This design comes from an exercise in tuning for small area on the open sky130 flow, not from production work.
In this exercise RTL edits were held to simulation tests only and were not proved equivalent to the original.
Power and IR drop assume default switching activity.

== JK ==
==> flow/design.v <==
module edge_detector
#(parameter DEBOUNCE = 130)
(
  input clock, reset, din,
  output reg rising
);
  reg        waiting;
  reg [16:0] contador;
  wire done = ~din & (contador > DEBOUNCE);
  always @(posedge clock or posedge reset)
  begin
    if (reset == 1'b1) begin
      rising  <= 1'b0;
      waiting <= 1'b0;
    end
    else begin
      rising  <= ~rising & ~waiting & din;
      waiting <= rising | (waiting & ~done);
    end
  end
  always @(posedge clock)
  begin
    if (rising)
      contador <= 17'd0;
    else
      contador <= contador + 17'd1;
  end
endmodule
module relogio
(
        input clock,
        input reset,
        input soma,
        input subtracao,
        input cont,
        input start,
        output [7:0] an,
        output [7:0] dec_cat
);
  wire soma_ed, subtracao_ed, cont_ed;
  edge_detector menosf (.clock(clock), .reset(reset), .din(subtracao), .rising(subtracao_ed));
  edge_detector maisf  (.clock(clock), .reset(reset), .din(soma),      .rising(soma_ed));
  edge_detector contf  (.clock(clock), .reset(reset), .din(cont),      .rising(cont_ed));
  reg [3:0] ph;
  reg [2:0] dig;
  reg [6:0] q;
  wire ph_end = ph[3] & ph[0];                     
  wire q_end  = &q[6:2];                           
  wire step   = ph_end;
  wire tick   = (ph == 4'd4) & (dig == 3'd4) & (q == 7'd62);
  always @(posedge clock or posedge reset)
  begin
    if (reset) begin
      ph  <= 4'd5;
      dig <= 3'd0;
      q   <= 7'd0;
    end
    else begin
      ph <= ph_end ? 4'd0 : ph + 4'd1;
      if (step) begin
        dig <= dig + 3'd1;
        if (dig == 3'd7)
          q <= q_end ? 7'd0 : q + 7'd1;
      end
    end
  end
  reg [1:0] EA;
  reg r1, ca;
  always @(posedge clock or posedge reset)
  begin
    if (reset) begin
      EA <= 2'd0;
      r1 <= 1'b0;
      ca <= 1'b0;
    end
    else begin
      r1 <= cont_ed;
      ca <= cont_ed | r1 | (EA != 2'd0);
      if (r1)
        EA <= EA + 2'd1;
    end
  end
  reg [11:0] bcnt;
  reg blink;
  wire bend = bcnt[11] & bcnt[8] & bcnt[7] & bcnt[6] & bcnt[1] & bcnt[0];  
  always @(posedge clock or posedge reset)
  begin
    if (reset) begin
      bcnt  <= 12'd0;
      blink <= 1'b0;
    end
    else if (bend | cont_ed) begin
      bcnt  <= 12'd0;
      blink <= ~blink;
    end
    else
      bcnt <= bcnt + 12'd1;
  end
  reg [4:0] ah, bh;
  reg [5:0] am, as, bm, bs;
  wire s_59 = (as == 6'd59);
  wire m_59 = (am == 6'd59);
  wire h_23 = (ah == 5'd23);
  wire sel_h = (EA == 2'd1) | ((EA == 2'd0) & s_59 & m_59);
  wire sel_m = (EA == 2'd2) | ((EA == 2'd0) & s_59 & ~m_59);
  wire [5:0] f = sel_h ? {1'b0, ah} : sel_m ? am : as;
  wire f_max = sel_h ? h_23 : sel_m ? m_59 : s_59;
  wire [5:0] f_inc = f + 6'd1;
  wire [5:0] f_dec = f - 6'd1;
  wire [5:0] is = sel_h | sel_m ? 6'd0 : f_inc;
  wire [5:0] im = sel_h ? 6'd0 : sel_m ? f_inc : am;
  wire [4:0] ih = sel_h ? (h_23 ? 5'd0 : f_inc[4:0]) : ah;
  always @(posedge clock or posedge reset)
  begin
    if (reset) begin
      {bh, bm, bs} <= 17'd0;
    end
    else if (tick) begin
      if (ca)
        {bh, bm, bs} <= {ah, am, as};
      else
        {bh, bm, bs} <= {ih, im, is};
    end
  end
  wire up = soma_ed;
  wire dn = subtracao_ed & ~soma_ed;
  wire [5:0] fn = (up & ~f_max) ? f_inc : (dn & (f != 6'd0)) ? f_dec : f;
  wire [4:0] nh = (EA == 2'd0) ? bh : (EA == 2'd1) ? fn[4:0] : ah;
  wire [5:0] nm = (EA == 2'd0) ? bm : (EA == 2'd2) ? fn : am;
  wire [5:0] ns = (EA == 2'd0) ? bs : (EA == 2'd3) ? fn : as;
  always @(posedge clock)
    {ah, am, as} <= {nh, nm, ns};
  reg [5:0] fsel;
  always @*
    case (dig[2:1])
      2'd0: fsel = as;
      2'd1: fsel = am;
      default: fsel = {1'b0, ah};
    endcase
  wire [2:0] ftens = (fsel >= 6'd50) ? 3'd5 : (fsel >= 6'd40) ? 3'd4 : (fsel >= 6'd30) ? 3'd3 :
                     (fsel >= 6'd20) ? 3'd2 : (fsel >= 6'd10) ? 3'd1 : 3'd0;
  wire [5:0] funits6 = fsel - ftens * 4'd10;
  wire [3:0] funits = funits6[3:0];
  reg [3:0] sel;
  reg lit;
  wire luz_h = blink | (EA != 2'd1);
  wire luz_m = blink | (EA != 2'd2);
  wire luz_s = blink | (EA != 2'd3);
  reg [3:0] dval;
  reg dlit;
  always @*
  begin
    case (dig)
      3'd0, 3'd2, 3'd4: dval = funits;
      3'd1, 3'd3, 3'd5: dval = {1'b0, ftens};
      3'd6: dval = 4'd0;
      default: dval = {2'b0, EA};
    endcase
    case (dig)
      3'd0, 3'd1: dlit = luz_s;
      3'd2, 3'd3: dlit = luz_m;
      3'd4, 3'd5: dlit = luz_h;
      3'd6: dlit = 1'b0;
      default: dlit = 1'b1;
    endcase
  end
  always @(posedge clock or posedge reset)
  begin
    if (reset) begin
      sel <= 4'd0;
      lit <= 1'b0;
    end
    else if (step) begin
      sel <= dval;
      lit <= dlit;
    end
  end
  wire [2:0] shown = dig - 3'd1;
  genvar gi;
  generate
    for (gi = 0; gi < 8; gi = gi + 1) begin : g_an
      assign an[gi] = ~(lit & (shown == gi));
    end
  endgenerate
  wire d3 = sel[3], d2 = sel[2], d1 = sel[1], d0 = sel[0];
  wire [6:0] seg;
  assign seg[6] = ~(d3 | d1 | (d2 & d0) | (~d2 & ~d0));
  assign seg[5] = ~(~d2 | ~(d1 ^ d0));
  assign seg[4] = ~(d2 | ~d1 | d0);
  assign seg[3] = ~(d3 | (~d2 & ~d0) | (d1 & ~d0) | (~d2 & d1) | (d2 & ~d1 & d0));
  assign seg[2] = ~((~d2 & ~d0) | (d1 & ~d0));
  assign seg[1] = ~(d3 | (~d1 & ~d0) | (d2 & ~d1) | (d2 & ~d0));
  assign seg[0] = ~(d3 | (d1 & ~d2) | (d2 & ~d1) | (d1 & ~d0));
  assign dec_cat = {seg, 1'b1};
endmodule
make LEC_CHECK=0 CAP_MARGIN=20 CORE_MARGIN=2 CORE_UTILIZATION=70 CTS_BUF_LIST=sky130_fd_sc_hd__clkbuf_8 SLEW_MARGIN=20 finish   # period 10.0 ns
run.sh (not shown) runs the stock make flow with config.mk's settings and CLKGATE_MAP_FILE= SYNTH_SCRIPT=/design/flow/synth_recipe.tcl, a recipe that flattens the netlist after the stock synthesis.
Input-level comparison between MS and JK:
==> flow/flow/run.sh (new file) <==
#!/bin/bash
# Own layout flow: the standard flow (standard.sh) with
#  - the standard synthesis script plus an area-oriented ABC script and
#    no full/half-adder extraction (flow/abc_proc.tcl, flow/area.abc);
#  - ports buffered with the smallest buffer.
# Each tool's full output stays in orfs/logs/ (one log per step); make's own
# output goes to flow_make.log.
set -euo pipefail
W=$(pwd)
export OWN_ABC_SCRIPT=$W/flow/area.abc
{ head -n 1 "$W/synth_recipe.tcl"; cat "$W/flow/abc_proc.tcl"; tail -n +2 "$W/synth_recipe.tcl"; } > "$W/own_synth.tcl"
bash "$W/standard.sh" SYNTH_SCRIPT="$W/own_synth.tcl" ADDER_MAP_FILE= \
  BUFFER_PORTS_ARGS="-buffer_cell sky130_fd_sc_hd__buf_1" \
  CTS_ARGS="-sink_clustering_enable -repair_clock_nets -dont_use_dummy_load -buf_list {sky130_fd_sc_hd__clkbuf_4 sky130_fd_sc_hd__clkbuf_8}" finish > "$W/flow_make.log" 2>&1
==> flow/flow/abc_proc.tcl (new file) <==
# Map the logic for area: run ABC with flow/area.abc in place of the
# script the standard synthesis passes (registers are mapped before ABC
# runs, so they stay as the standard synthesis makes them).
proc abc {args} {
  set i [lsearch $args -script]
  if {$i >= 0} { lset args [expr {$i + 1}] $::env(OWN_ABC_SCRIPT) }
  yosys abc {*}$args
}
==> flow/flow/area.abc (new file) <==
strash
ifraig
dc2
strash
dch -f
amap
==> flow/standard.sh (new file) <==
#!/bin/bash
# synth_recipe.tcl (not shown) runs the flow's synth.tcl, then flattens the netlist and writes it again
# the make line also repeats each setting of config.mk as NAME=value (left out here)
make -C /OpenROAD-flow-scripts/flow DESIGN_CONFIG=/design/flow/config.mk WORK_HOME=/design/flow/orfs CLKGATE_MAP_FILE= SYNTH_SCRIPT=/design/flow/synth_recipe.tcl "${@:-finish}"
removed: flow/run.sh
==> comparison <==
MS | status: complete | timing, DRC, antenna: pass. Summary of MS over JK: combinational cell fraction of total power has decreased, number of flip-flops and latches neither gained nor lost much, post-synthesis adder-cell area fraction shrank by 5.6 points, met1 global-route usage rose 4.1 points. Diff JK -> MS: setup slack after layout saw a decrease, total power saw a decrease.
Setup changes, MS to AL
- CORE_UTILIZATION now 85, was 70
--- a/flow/flow/run.sh
+++ b/flow/flow/run.sh
@@ -14 +14 @@
-  CTS_ARGS="-sink_clustering_enable -repair_clock_nets -dont_use_dummy_load -buf_list {sky130_fd_sc_hd__clkbuf_4 sky130_fd_sc_hd__clkbuf_8}" finish > "$W/flow_make.log" 2>&1
+  CTS_ARGS="-sink_clustering_enable -repair_clock_nets -dont_use_dummy_load -buf_list sky130_fd_sc_hd__clkbuf_4" finish > "$W/flow_make.log" 2>&1
Findings:
In the summary table, AL is marked failed, with error GPL-0301 raised in global placement without I/O (3_1_place_gp_skip_io). From MS to AL, sequential area share after synthesis did not move at all. Number of synthesized register bits: AL vs MS identical. Of AL and MS, AL shows the higher effective utilization at floorplan, with MS below it. Combined area of all synthesized cells: AL vs MS identical. Looking at width of the die across AL and MS, the one that comes out higher is MS. What AL reported for number of rows created at floorplan has to be multiplied by 1.10 to get the figure for MS. NOTE: height of the chip in AL falls short of that of MS.
The following lists how TR was set up differently from AL:
- a change of CORE_UTILIZATION from 85 to 70
--- a/flow/flow/run.sh
+++ b/flow/flow/run.sh
@@ -14 +14 @@
-  CTS_ARGS="-sink_clustering_enable -repair_clock_nets -dont_use_dummy_load -buf_list sky130_fd_sc_hd__clkbuf_4" finish > "$W/flow_make.log" 2>&1
+  CTS_ARGS="-sink_clustering_enable -repair_clock_nets -dont_use_dummy_load -buf_list sky130_fd_sc_hd__clkbuf_16 -sink_clustering_size 40 -sink_clustering_max_diameter 200" finish > "$W/flow_make.log" 2>&1
==> comparison <==
- Distinct cell type count after synthesis came out exactly the same in AL and TR.
- Diff AL..TR | register area share after synthesis | unchanged
- AL | ERROR | global placement without I/O (3_1_place_gp_skip_io)
- TR ended with every stage complete and zero timing, DRC or antenna violations.
- Vertical die dimension in TR is about 10% above AL.
- Going from AL to TR, initial core utilization shrinks by 16 points.
- TR vs AL, placement row count went up by 3.
- As far as mean area per synthesized cell goes, TR and AL are indistinguishable; the numbers are identical.
- Width of the die (lower): AL

[what the ideal ports hide]
How much do the figures lean on ideal ports? The routed layouts below were timed once more, with nothing changed but the port constraints. Step 1 sets driving cells, clkbuf_16 on the clock port and buf_2 on the other inputs (assumed; they add their load-dependent delay and slew). Step 2 times the ports against the registers' clock, not the clock port: input delays grow and output delays shrink by t, the midpoint of the rising clock arrivals with the driver on. Three values: ideal, step 1, step 2; two values: the first two.
run	shift t [ns]	setup WS [ns]	worst setup path after step 2	worst data-port slew with drivers (ns)
JK	0.469	5.463 / 5.432 / 5.813	register to register	0.03
MS	0.453	5.001 / 5.001 / 5.001	register to register	0.03
TR	0.441	4.912 / 4.912 / 4.912	register to register	0.03
After both steps every run listed still meets setup and hold.
